Background: an optimization exercise with open tools, aiming at small area. Do not read the settings as production practice. At most, simulation tests tie the RTL to the original design; equivalence was not proved.

==> run a: inputs <==
// ETH_TOP
module ETH_TOP#(
		parameter FPGA_MAC         = 48'h00D0_0800_0002,
		parameter FPGA_IP          = 32'hC0A8_006E,
	    parameter FPGA_DP          = 16'd8080,
	    parameter FPGA_SP          = 16'd8080,
	    parameter C_AXI_ID_WIDTH       = 4,         
	    parameter C_AXI_ADDR_WIDTH     = 32,        
	    parameter C_AXI_DATA_WIDTH     = 64,        
	    parameter C_AXI_NBURST_SUPPORT = 1'b0,      
	    parameter C_AXI_BURST_TYPE     = 2'b00,     
	    parameter WATCH_DOG_WIDTH      = 12,   		 
	    parameter FLAG_MOTOR           =   32'hE1EC_0C0D,
	    parameter FLAG_AD              =   32'hAD86_86DA,
	    parameter FLAG_ETHLOOP         =   32'hEEBA_EEBA,
	    parameter C_ADDR_SUMOFFSET     =   32'h0000_1000,
	    parameter C_ADDR_MOTOR2ETH     =   32'h0000_0000,
	    parameter C_ADDR_AD2ETH        =   32'h1000_0000,
	    parameter C_ADDR_ETHLOOP       =   32'h2000_0000,
	    parameter C_ADDR_ETH2MOTOR     =   32'hE000_0000,
	    parameter C_ADDR_ETH2AD        =   32'hF000_0000           
    )
	(
	    input   sys_clk,
	    input   sys_rst,   
	   	input                               maxi_wready,  
	   	output [C_AXI_ID_WIDTH-1:0]         maxi_wid,     
	   	output [C_AXI_ADDR_WIDTH-1:0]       maxi_waddr,   
	   	output [7:0]                        maxi_wlen,    
	   	output [2:0]                        maxi_wsize,   
	   	output [1:0]                        maxi_wburst,  
	   	output [1:0]                        maxi_wlock,   
	   	output [3:0]                        maxi_wcache,  
	   	output [2:0]                        maxi_wprot,   
	   	output                              maxi_wvalid,  
	   	output [3:0]						maxi_wqos,
  ...
Settings: LEC_CHECK=0, ABC_CLOCK_PERIOD_IN_PS=1000000, CAP_MARGIN=20, CORE_MARGIN=2, CORE_UTILIZATION=65, PLACE_DENSITY=0.75, SLEW_MARGIN=20; clock period 8.0 ns.
run.sh (not shown) runs the stock make flow with config.mk's settings and CLKGATE_MAP_FILE= SYNTH_SCRIPT=/design/flow/synth_recipe.tcl, a recipe that flattens the netlist after the stock synthesis.
==> run b: changes against run a <==
--- a/flow/design.v
+++ b/flow/design.v
@@ -77,17 +77,15 @@
 				RX_IP_HEADER   = 2,
 				RX_UDP_HEADER  = 3,
 				RX_ARP         = 4,
 				WRITE_ADDR     = 5,
 				WRITE_DATA     = 6,
 				WRITE_RESPONSE = 7;
 	localparam [7:0] UDP_WORD_C = 8'd12;
-	reg [2:0]	st_b;
-	wire [7:0]	st = 8'd1 << st_b;
-	reg [7:0]	nx;
+	reg [7:0]	st, nx;
 	reg			trig_write_start;
 	reg [7:0]	udp_word_cnt;
 	reg 		o_rgmii_rx_ready;
 	reg [63:0]	rx_wd_wdata;
 	reg			flag_eth_header_over,
 				flag_ip_header_over,
 				flag_udp_header_over,
@@ -126,17 +124,17 @@
 		if (local_reset)
 			trig_write_start	<=	0;
 		else
 			trig_write_start <= rgmii_rx_valid && !rgmii_rx_last && st[WRITE_IDLE];
 	end
 	always @(posedge sys_clk) begin
 		if (local_reset)
-			st_b <= 3'd0;
+			st <= 8'd1;
 		else
-			st_b <= {nx[4] | nx[5] | nx[6] | nx[7], nx[2] | nx[3] | nx[6] | nx[7], nx[1] | nx[3] | nx[5] | nx[7]};
+			st <= nx;
 	end
 	always @(*) begin
 		nx = 8'd0;
 		case (1'b1)
 			st[WRITE_IDLE]: begin
 				if (trig_write_start)				nx[RX_ETH_HEADER] = 1'b1;
 				else								nx[WRITE_IDLE] = 1'b1;
@@ -596,17 +594,15 @@
 						IP_FLAG_OFFSET = 16'h4000;
 	localparam	[7:0]	IP_VISION      = 8'h45,
 						UDP_PROTO      = 8'h11,
 						IP_TTL         = 8'h80,
 						IP_WORD        = 8'd20,
 						UDP_WORD       = 8'd8;
 	localparam	[63:0]	ARP_HEAD       = 64'h0001_0800_0604_0002;
-	reg [3:0]	st_b;
-	wire [8:0]	st = 9'd1 << st_b;
-	reg [8:0]	nx;
+	reg [8:0]	st, nx;
 	reg			trig_udp_start,
 				trig_arp_start;
 	reg [3:0]	flag_data_sum;
 	reg			flag_eth_header_over,
 				flag_ip_header_over,
 				flag_udp_header_over,
 				flag_arp_over,
@@ -654,41 +650,30 @@
 							flag_data_sum[1] ? FLAG_MOTOR :
 							flag_data_sum[2] ? FLAG_ETHLOOP : 32'd0;
 	wire [15:0]	ip_len	=	IP_WORD + UDP_WORD + udp_len;
 	wire [15:0]	ul_len	=	UDP_WORD + udp_len;
 	localparam [16:0] K_AD	=	32'd0 + FLAG_AD[31:16] + FLAG_AD[15:00];
 	localparam [16:0] K_MO	=	32'd0 + FLAG_MOTOR[31:16] + FLAG_MOTOR[15:00];
 	localparam [16:0] K_LP	=	32'd0 + FLAG_ETHLOOP[31:16] + FLAG_ETHLOOP[15:00];
-	reg [17:0]	pk_k;
-	wire [17:0]	flag_k		=	flag_data_sum[0] ? pk_k : flag_data_sum[1] ? {1'b0, K_MO} : {1'b0, K_LP};
+	wire [16:0]	pk_sum		=	package_cnt[31:16] + package_cnt[15:00];
+	wire [17:0]	flag_k		=	flag_data_sum[0] ? (K_AD + pk_sum) : flag_data_sum[1] ? {1'b0, K_MO} : {1'b0, K_LP};
 	wire		loop_acc	=	nx[WRITE_DATA] && loop_br;
-	wire [31:0]	add32		=	data_sum + flag_k;
-	reg [17:0]	hsum_r;
-	reg			hsum_v;
-	wire [31:0]	loop_sum	=	data_sum + hsum_r;
-	always @(posedge sys_clk) begin
-		hsum_r	<=	half_sum;
-		hsum_v	<=	!local_reset && loop_acc && wd_hs;
-	end
-	wire [16:0]	usum		=	add32[31:16] + add32[15:0];
-	wire [17:0]	ucks_k		=	{udp_len, 1'b0} + USUM_K;
+	wire [31:0]	add32		=	data_sum + (loop_acc ? half_sum : flag_k);
+	wire [17:0]	usum		=	add32[31:16] + add32[15:0] + {udp_len, 1'b0} + USUM_K;
 	wire [16:0]	pc_sum		=	pc_ip[31:16] + pc_ip[15:0];
 	localparam [17:0] IPCKS_K	=	32'd0 + {IP_VISION,8'h0} + IP_WORD + UDP_WORD + IP_FLAG_OFFSET + {IP_TTL,UDP_PROTO} + FPGA_IP[31:16] + FPGA_IP[15:0];
 	localparam [17:0] USUM_K	=	FPGA_IP[31:16] + FPGA_IP[15:0] + 16'h0011 + 2*UDP_WORD + FPGA_SP + FPGA_DP;
 	always @(posedge sys_clk) begin
 		if (local_reset  || o_rgmii_last) begin
 			ipcks_sum  <= 0;
 			ipcks_over <= 0;
 		end
 		else begin
 			if (!trig_udp_cks_d && trig_udp_cks) begin
-				ipcks_sum	<=	ipcks_sum + pc_sum;
-			end
-			else if (nx[TX_WAIT] && (|flag_data_sum[2:0]) && !trig_udp_cks) begin
-				ipcks_sum	<=	IPCKS_K + udp_len + ip_identif;
+				ipcks_sum	<=	IPCKS_K + udp_len + ip_identif + pc_sum;
 			end
 			else if (trig_udp_cks && !ipcks_over) begin
 				if (ipcks_sum > 20'h0_FFFF) begin
 					ipcks_sum	<=	ipcks_sum[19:16] + ipcks_sum[15:0];
 				end
 				else begin
 					ipcks_sum[15:0]	<=	~ipcks_sum[15:0];
@@ -700,18 +685,18 @@
 	always @(posedge sys_clk) begin
 		if (local_reset  || o_rgmii_last) begin
 			udpcks_sum	<=	0;
 			udpcks_over	<=	0;
 		end
 		else begin
 			if (!trig_udp_cks_d && trig_udp_cks) begin
-				udpcks_sum	<=	udpcks_sum + (pc_sum + ucks_k);
+				udpcks_sum	<=	udpcks_sum + pc_sum;
 			end
 			else if (nx[TX_WAIT] && (|flag_data_sum[2:0]) && !trig_udp_cks) begin
-				udpcks_sum	<=	{3'd0, usum};
+				udpcks_sum	<=	{2'd0, usum};
 			end
 			else if (trig_udp_cks && !udpcks_over) begin
 				if (udpcks_sum > 20'h0_ffff) begin
 					udpcks_sum	<=	udpcks_sum[19:16] + udpcks_sum[15:0];
 				end
 				else begin
 					udpcks_sum[15:0]	<=	~udpcks_sum[15:0];
@@ -730,17 +715,17 @@
 		if (local_reset || flag_arp_over)
 			trig_arp_start	<=	0;
 		else if (trig_arp)
 			trig_arp_start	<=	1;
 	end
 	always @(posedge sys_clk) begin
 		if (local_reset)
-			st_b <= 4'd0;
+			st <= 9'd1;
 		else
-			st_b <= {nx[8], nx[4] | nx[5] | nx[6] | nx[7], nx[2] | nx[3] | nx[6] | nx[7], nx[1] | nx[3] | nx[5] | nx[7]};
+			st <= nx;
 	end
 	always @(*) begin
 		nx = 9'd0;
 		case (1'b1)
 			st[WRITE_IDLE]: begin
 				if (trig_udp_start)					nx[WRITE_ADDR] = 1'b1;
 				else if (trig_arp_start)			nx[TX_WAIT] = 1'b1;
@@ -781,19 +766,19 @@
 			st[TX_ARP]: begin
 				if (flag_arp_over)	nx[WRITE_IDLE] = 1'b1;
 				else				nx[TX_ARP] = 1'b1;
 			end
 			default:				nx[WRITE_IDLE] = 1'b1;
 		endcase
 	end
-	wire [31:0]	package_cnt_n	=	(local_reset || trig_package_rst) ? 32'd0 :
-									(st[WRITE_RESPONSE] && nx[WRITE_IDLE] && (flag_data_sum == 4'd1)) ? package_cnt + 1 : package_cnt;
 	always @(posedge sys_clk) begin
-		package_cnt	<=	package_cnt_n;
-		pk_k		<=	(local_reset || trig_package_rst) ? {1'b0, K_AD} : K_AD + (package_cnt[31:16] + package_cnt[15:0]);
+		if (local_reset || trig_package_rst)
+			package_cnt <= 0;
+		else if (st[WRITE_RESPONSE] && nx[WRITE_IDLE] && (flag_data_sum == 4'd1))
+			package_cnt <= package_cnt + 1;
 	end
 	always @(posedge sys_clk) begin
 		if (local_reset)
 			ip_identif <= 0;
 		else if (o_rgmii_last)
 			ip_identif <= ip_identif + 1;
 	end
@@ -975,16 +960,14 @@
 			trig_udp_cks         <= 0;
 			tx_word_cnt          <= 0;
 			o_rgmii_data         <= 0;
 			o_rgmii_valid        <= 1'b0;
 			o_rgmii_last         <= 1'b0;
 		end else begin
 			trig_udp_cks_d	<=	trig_udp_cks;
-			if (hsum_v)
-				data_sum	<=	loop_sum;
 			case (1'b1)
 				nx[WRITE_IDLE]	:	begin
 					flag_data_sum        <= flag_wait_over ? 4'd0 : flag_data_sum;
 					flag_eth_header_over <= 0;
 					flag_ip_header_over  <= 0;
 					flag_udp_header_over <= 0;
 					flag_arp_over        <= 0;
@@ -1069,16 +1052,18 @@
 							data_sum		<=	saxi_wd_wdata[31:0];
 							flag_data_over	<=	1;
 						end
 						else
 							flag_data_over	<=	0;
 					end
 					else if (loop_br) begin
-						if (wd_hs)
+						if (wd_hs) begin
 							tx_word_cnt	<=	cnt_p1[11:0];
+							data_sum	<=	add32;
+						end
 						flag_data_over	<=	(tx_word_cnt == 12'd2);
 					end
 					else begin
 						if (tx_word_cnt == udp_len) begin
 							flag_data_over	<=	1;
 							o_rgmii_valid	<=	0;
 							o_rgmii_last	<=	0;
==> flow/flow/run.sh (new file) <==
#!/bin/bash
# Standard synthesis, then the combinational logic re-mapped for area (registers untouched),
# then the standard layout from floorplan to finish.
set -euo pipefail
W=$(pwd)
R=$W/orfs/results/sky130hd/ETH_TOP/base
YOSYS=$FLOW_HOME/../tools/install/yosys/bin/yosys
bash standard.sh synth > $W/standard_synth.log 2>&1
cp $R/1_2_yosys.v $W/std_1_2_yosys.v
RS_LIB=$FLOW_HOME/platforms/sky130hd/lib/sky130_fd_sc_hd__tt_025C_1v80.lib \
RS_DONTUSE=$W/flow/dontuse.txt RS_IN=$W/std_1_2_yosys.v RS_OUT=$W/rs_1_2_yosys.v \
RS_SCRIPT=$W/flow/rs.abc $YOSYS -c $W/flow/resynth.tcl > $W/resynth.log 2>&1
cp $W/rs_1_2_yosys.v $R/1_2_yosys.v
rm -f $R/1_synth.odb $R/1_synth.sdc
bash standard.sh > $W/standard_layout.log 2>&1
==> flow/flow/dontuse.txt (new file) <==
-dont_use sky130_fd_sc_hd__lpflow_bleeder_1 -dont_use sky130_fd_sc_hd__lpflow_clkbufkapwr_1 -dont_use sky130_fd_sc_hd__lpflow_clkbufkapwr_16 -dont_use sky130_fd_sc_hd__lpflow_clkbufkapwr_2 -dont_use sky130_fd_sc_hd__lpflow_clkbufkapwr_4 -dont_use sky130_fd_sc_hd__lpflow_clkbufkapwr_8 -dont_use sky130_fd_sc_hd__lpflow_clkinvkapwr_1 -dont_use sky130_fd_sc_hd__lpflow_clkinvkapwr_16 -dont_use sky130_fd_sc_hd__lpflow_clkinvkapwr_2 -dont_use sky130_fd_sc_hd__lpflow_clkinvkapwr_4 -dont_use sky130_fd_sc_hd__lpflow_clkinvkapwr_8 -dont_use sky130_fd_sc_hd__lpflow_decapkapwr_12 -dont_use sky130_fd_sc_hd__lpflow_decapkapwr_3 -dont_use sky130_fd_sc_hd__lpflow_decapkapwr_4 -dont_use sky130_fd_sc_hd__lpflow_decapkapwr_6 -dont_use sky130_fd_sc_hd__lpflow_decapkapwr_8 -dont_use sky130_fd_sc_hd__lpflow_inputiso0n_1 -dont_use sky130_fd_sc_hd__lpflow_inputiso0p_1 -dont_use sky130_fd_sc_hd__lpflow_inputiso1n_1 -dont_use sky130_fd_sc_hd__lpflow_inputiso1p_1 -dont_use sky130_fd_sc_hd__lpflow_inputisolatch_1 -dont_use sky130_fd_sc_hd__lpflow_isobufsrc_1 -dont_use sky130_fd_sc_hd__lpflow_isobufsrc_16 -dont_use sky130_fd_sc_hd__lpflow_isobufsrc_2 -dont_use sky130_fd_sc_hd__lpflow_isobufsrc_4 -dont_use sky130_fd_sc_hd__lpflow_isobufsrc_8 -dont_use sky130_fd_sc_hd__lpflow_isobufsrckapwr_16 -dont_use sky130_fd_sc_hd__lpflow_lsbuf_lh_hl_isowell_tap_1 -dont_use sky130_fd_sc_hd__lpflow_lsbuf_lh_hl_isowell_tap_2 -dont_use sky130_fd_sc_hd__lpflow_lsbuf_lh_hl_isowell_tap_4 -dont_use sky130_fd_sc_hd__lpflow_lsbuf_lh_isowell_4 -dont_use sky130_fd_sc_hd__lpflow_lsbuf_lh_isowell_tap_1 -dont_use sky130_fd_sc_hd__lpflow_lsbuf_lh_isowell_tap_2 -dont_use sky130_fd_sc_hd__lpflow_lsbuf_lh_isowell_tap_4 -dont_use sky130_fd_sc_hd__probe_p_8 -dont_use sky130_fd_sc_hd__probec_p_8 
==> flow/flow/resynth.tcl (new file) <==
# Re-map the combinational logic of the standard synthesis netlist with ABC.
# The flip-flops (and tie cells) are kept as they are: same instances, names and cell types.
yosys -import
set lib $::env(RS_LIB)
set dont [string trim [read [open $::env(RS_DONTUSE)]]]
read_liberty -ignore_miss_func $lib
read_verilog $::env(RS_IN)
hierarchy -top ETH_TOP
setattr -mod -set keep_hierarchy 1 sky130_fd_sc_hd__*df* sky130_fd_sc_hd__*dl* sky130_fd_sc_hd__conb_1
setattr -set keep 1 t:sky130_fd_sc_hd__*df* t:sky130_fd_sc_hd__*dl*
flatten
hierarchy -top ETH_TOP
blackbox sky130_fd_sc_hd__*df* sky130_fd_sc_hd__*dl* sky130_fd_sc_hd__conb_1
select -clear
tee -o $::env(RS_OUT).pre.stat stat -liberty $lib
eval abc -script $::env(RS_SCRIPT) -liberty $lib {*}$dont
opt_clean
insbuf -buf sky130_fd_sc_hd__buf_4 A X
opt_clean
tee -o $::env(RS_OUT).stat stat -liberty $lib
write_verilog -noattr -nohex -nodec $::env(RS_OUT)
==> flow/flow/rs.abc (new file) <==
strash
dc2
&get -n
&dch -f
&nf -R 1000
&put
strash
dch -f
amap
==> flow/standard.sh (new file) <==
#!/bin/bash
# synth_recipe.tcl (not shown) runs the flow's synth.tcl, then flattens the netlist and writes it again
# the make line also repeats each setting of config.mk as NAME=value (left out here)
make -C /OpenROAD-flow-scripts/flow DESIGN_CONFIG=/design/flow/config.mk WORK_HOME=/design/flow/orfs CLKGATE_MAP_FILE= SYNTH_SCRIPT=/design/flow/synth_recipe.tcl "${@:-finish}"
Settings changed: ABC_CLOCK_PERIOD_IN_PS 1000000 to not set, CORE_UTILIZATION 65 to 40, PLACE_DENSITY 0.75 to 0.6.
removed: flow/run.sh
==> run c: changes against run a <==
--- a/flow/design.v
+++ b/flow/design.v
@@ -77,17 +77,15 @@
 				RX_IP_HEADER   = 2,
 				RX_UDP_HEADER  = 3,
 				RX_ARP         = 4,
 				WRITE_ADDR     = 5,
 				WRITE_DATA     = 6,
 				WRITE_RESPONSE = 7;
 	localparam [7:0] UDP_WORD_C = 8'd12;
-	reg [2:0]	st_b;
-	wire [7:0]	st = 8'd1 << st_b;
-	reg [7:0]	nx;
+	reg [7:0]	st, nx;
 	reg			trig_write_start;
 	reg [7:0]	udp_word_cnt;
 	reg 		o_rgmii_rx_ready;
 	reg [63:0]	rx_wd_wdata;
 	reg			flag_eth_header_over,
 				flag_ip_header_over,
 				flag_udp_header_over,
@@ -126,17 +124,17 @@
 		if (local_reset)
 			trig_write_start	<=	0;
 		else
 			trig_write_start <= rgmii_rx_valid && !rgmii_rx_last && st[WRITE_IDLE];
 	end
 	always @(posedge sys_clk) begin
 		if (local_reset)
-			st_b <= 3'd0;
+			st <= 8'd1;
 		else
-			st_b <= {nx[4] | nx[5] | nx[6] | nx[7], nx[2] | nx[3] | nx[6] | nx[7], nx[1] | nx[3] | nx[5] | nx[7]};
+			st <= nx;
 	end
 	always @(*) begin
 		nx = 8'd0;
 		case (1'b1)
 			st[WRITE_IDLE]: begin
 				if (trig_write_start)				nx[RX_ETH_HEADER] = 1'b1;
 				else								nx[WRITE_IDLE] = 1'b1;
@@ -596,17 +594,15 @@
 						IP_FLAG_OFFSET = 16'h4000;
 	localparam	[7:0]	IP_VISION      = 8'h45,
 						UDP_PROTO      = 8'h11,
 						IP_TTL         = 8'h80,
 						IP_WORD        = 8'd20,
 						UDP_WORD       = 8'd8;
 	localparam	[63:0]	ARP_HEAD       = 64'h0001_0800_0604_0002;
-	reg [3:0]	st_b;
-	wire [8:0]	st = 9'd1 << st_b;
-	reg [8:0]	nx;
+	reg [8:0]	st, nx;
 	reg			trig_udp_start,
 				trig_arp_start;
 	reg [3:0]	flag_data_sum;
 	reg			flag_eth_header_over,
 				flag_ip_header_over,
 				flag_udp_header_over,
 				flag_arp_over,
@@ -730,17 +726,17 @@
 		if (local_reset || flag_arp_over)
 			trig_arp_start	<=	0;
 		else if (trig_arp)
 			trig_arp_start	<=	1;
 	end
 	always @(posedge sys_clk) begin
 		if (local_reset)
-			st_b <= 4'd0;
+			st <= 9'd1;
 		else
-			st_b <= {nx[8], nx[4] | nx[5] | nx[6] | nx[7], nx[2] | nx[3] | nx[6] | nx[7], nx[1] | nx[3] | nx[5] | nx[7]};
+			st <= nx;
 	end
 	always @(*) begin
 		nx = 9'd0;
 		case (1'b1)
 			st[WRITE_IDLE]: begin
 				if (trig_udp_start)					nx[WRITE_ADDR] = 1'b1;
 				else if (trig_arp_start)			nx[TX_WAIT] = 1'b1;
Settings changed: ABC_CLOCK_PERIOD_IN_PS 1000000 to not set, CORE_UTILIZATION 65 to 40, PLACE_DENSITY 0.75 to 0.6.
==> impl_metrics.env <==
export IMPL_run_status="finished clean"
export IMPL_grt_usage_pct=24.8
export IMPL_pin_count_of_the_biggest_net_entering_global_routing=103
export IMPL_ys_seq_area_share_pct=41.3
export IMPL_proportion_of_cell_area_occupied_by_multi_input_gates_pct=47.6
export IMPL_antenna_diode_count=0
export IMPL_power_switching_share_pct=24.8
export IMPL_netlist_top_cells_count="610 x sky130_fd_sc_hd__nand2_1, 464 x sky130_fd_sc_hd__a21oi_1, 436 x sky130_fd_sc_hd__nor2_1, 428 x sky130_fd_sc_hd__dfxtp_1, 352 x sky130_fd_sc_hd__edfxtp_1"
export IMPL_clock_buffer_count=130
export IMPL_arrival_ps=6670
export IMPL_yosys_area_top_type_share_pct=22.8
export IMPL_critical_path_top_delay_family="compound AO/OA/AOI/OAI gates"
export IMPL_seq_power_mw=4.24
export IMPL_routed_wirelength_microns=151000
export IMPL_dp_worst_setup_slack_ps=1630
export IMPL_seqCellArea_sq_mm=0.0191
export IMPL_die_boundary_height_microns=344
export IMPL_drive_above_1_share_pct=5.75
export IMPL_total_power_mw=9.18
The numbers above come from run c.

==> impl_metrics.env <==
export IMPL_run_status="finished clean"
export IMPL_grt_usage_pct=38.6
export IMPL_power_switching_share_pct=27.5
export IMPL_ys_seq_area_share_pct=41.0
export IMPL_total_power_mw=9.82
export IMPL_critical_path_top_delay_family="compound AO/OA/AOI/OAI gates"
export IMPL_routed_wirelength_microns=146000
export IMPL_dp_worst_setup_slack_ps=1590
export IMPL_seqCellArea_sq_mm=0.0189
export IMPL_drive_above_1_share_pct=5.88
export IMPL_antenna_diode_count=2
The numbers above come from run a.

==> impl_metrics.env <==
export IMPL_run_status="failed layout checks"
export IMPL_check_faults="negative setup slack"
export IMPL_routed_wirelength_microns=158000
export IMPL_die_boundary_height_microns=315
export IMPL_power_switching_share_pct=24.1
export IMPL_grt_usage_pct=30.8
export IMPL_dp_worst_setup_slack_ps=-2920
export IMPL_arrival_ps=10530
export IMPL_critical_path_top_delay_family="buffers and inverters"
export IMPL_std_cell_rows=114
export IMPL_met1_length_microns=63100
export IMPL_total_power_mw=8.38
export IMPL_layout_setup_ws_ps=-1920
export IMPL_proportion_of_cell_area_occupied_by_multi_input_gates_pct=37.2
export IMPL_clock_buffer_count=117
export IMPL_min_delay_path_class="reg2reg"
export IMPL_setup_violations=13
export IMPL_pin_count_of_the_biggest_net_entering_global_routing=81
export IMPL_buf_share_pct=13.9
export IMPL_share_comb_of_total_power_pct=7.2
export IMPL_antenna_diode_count=2
The numbers above come from run b.

For run b, only the layout was checked, not whether the RTL still works.

port drivers added, routing unchanged:
The results above use ideal ports. As a check the final layouts listed here were re-extracted and re-timed, cells and wires unchanged.
Step 1 assumes that a clkbuf_16 drives the clock port and a buf_2 every other input.
Step 2 moves the port delays by t, midway between the first and last clock arrival at a register: inputs arrive t later, outputs are due t later. That takes back most of the time a late clock gives input paths.
Three values: ideal ports, drivers, drivers and shift; two values: the first two.
| run | t, ns | slack for setup (ns) | worst data-port slew with drivers (ns) | cell pins on the clock port's net |
|---|---|---|---|---|
| run a | 0.727 | 1.452 / 1.452 / 1.452 | 0.12 | 1 |
| run b | 0.747 | -1.918 / -1.897 / -2.644 | 0.08 | 1 |
| run c | 0.768 | 1.881 / 1.881 / 1.566 | 0.12 | 1 |
The setup slack of run b, which loses most, moves by +0.021 ns with the drivers and by -0.726 ns with both steps.
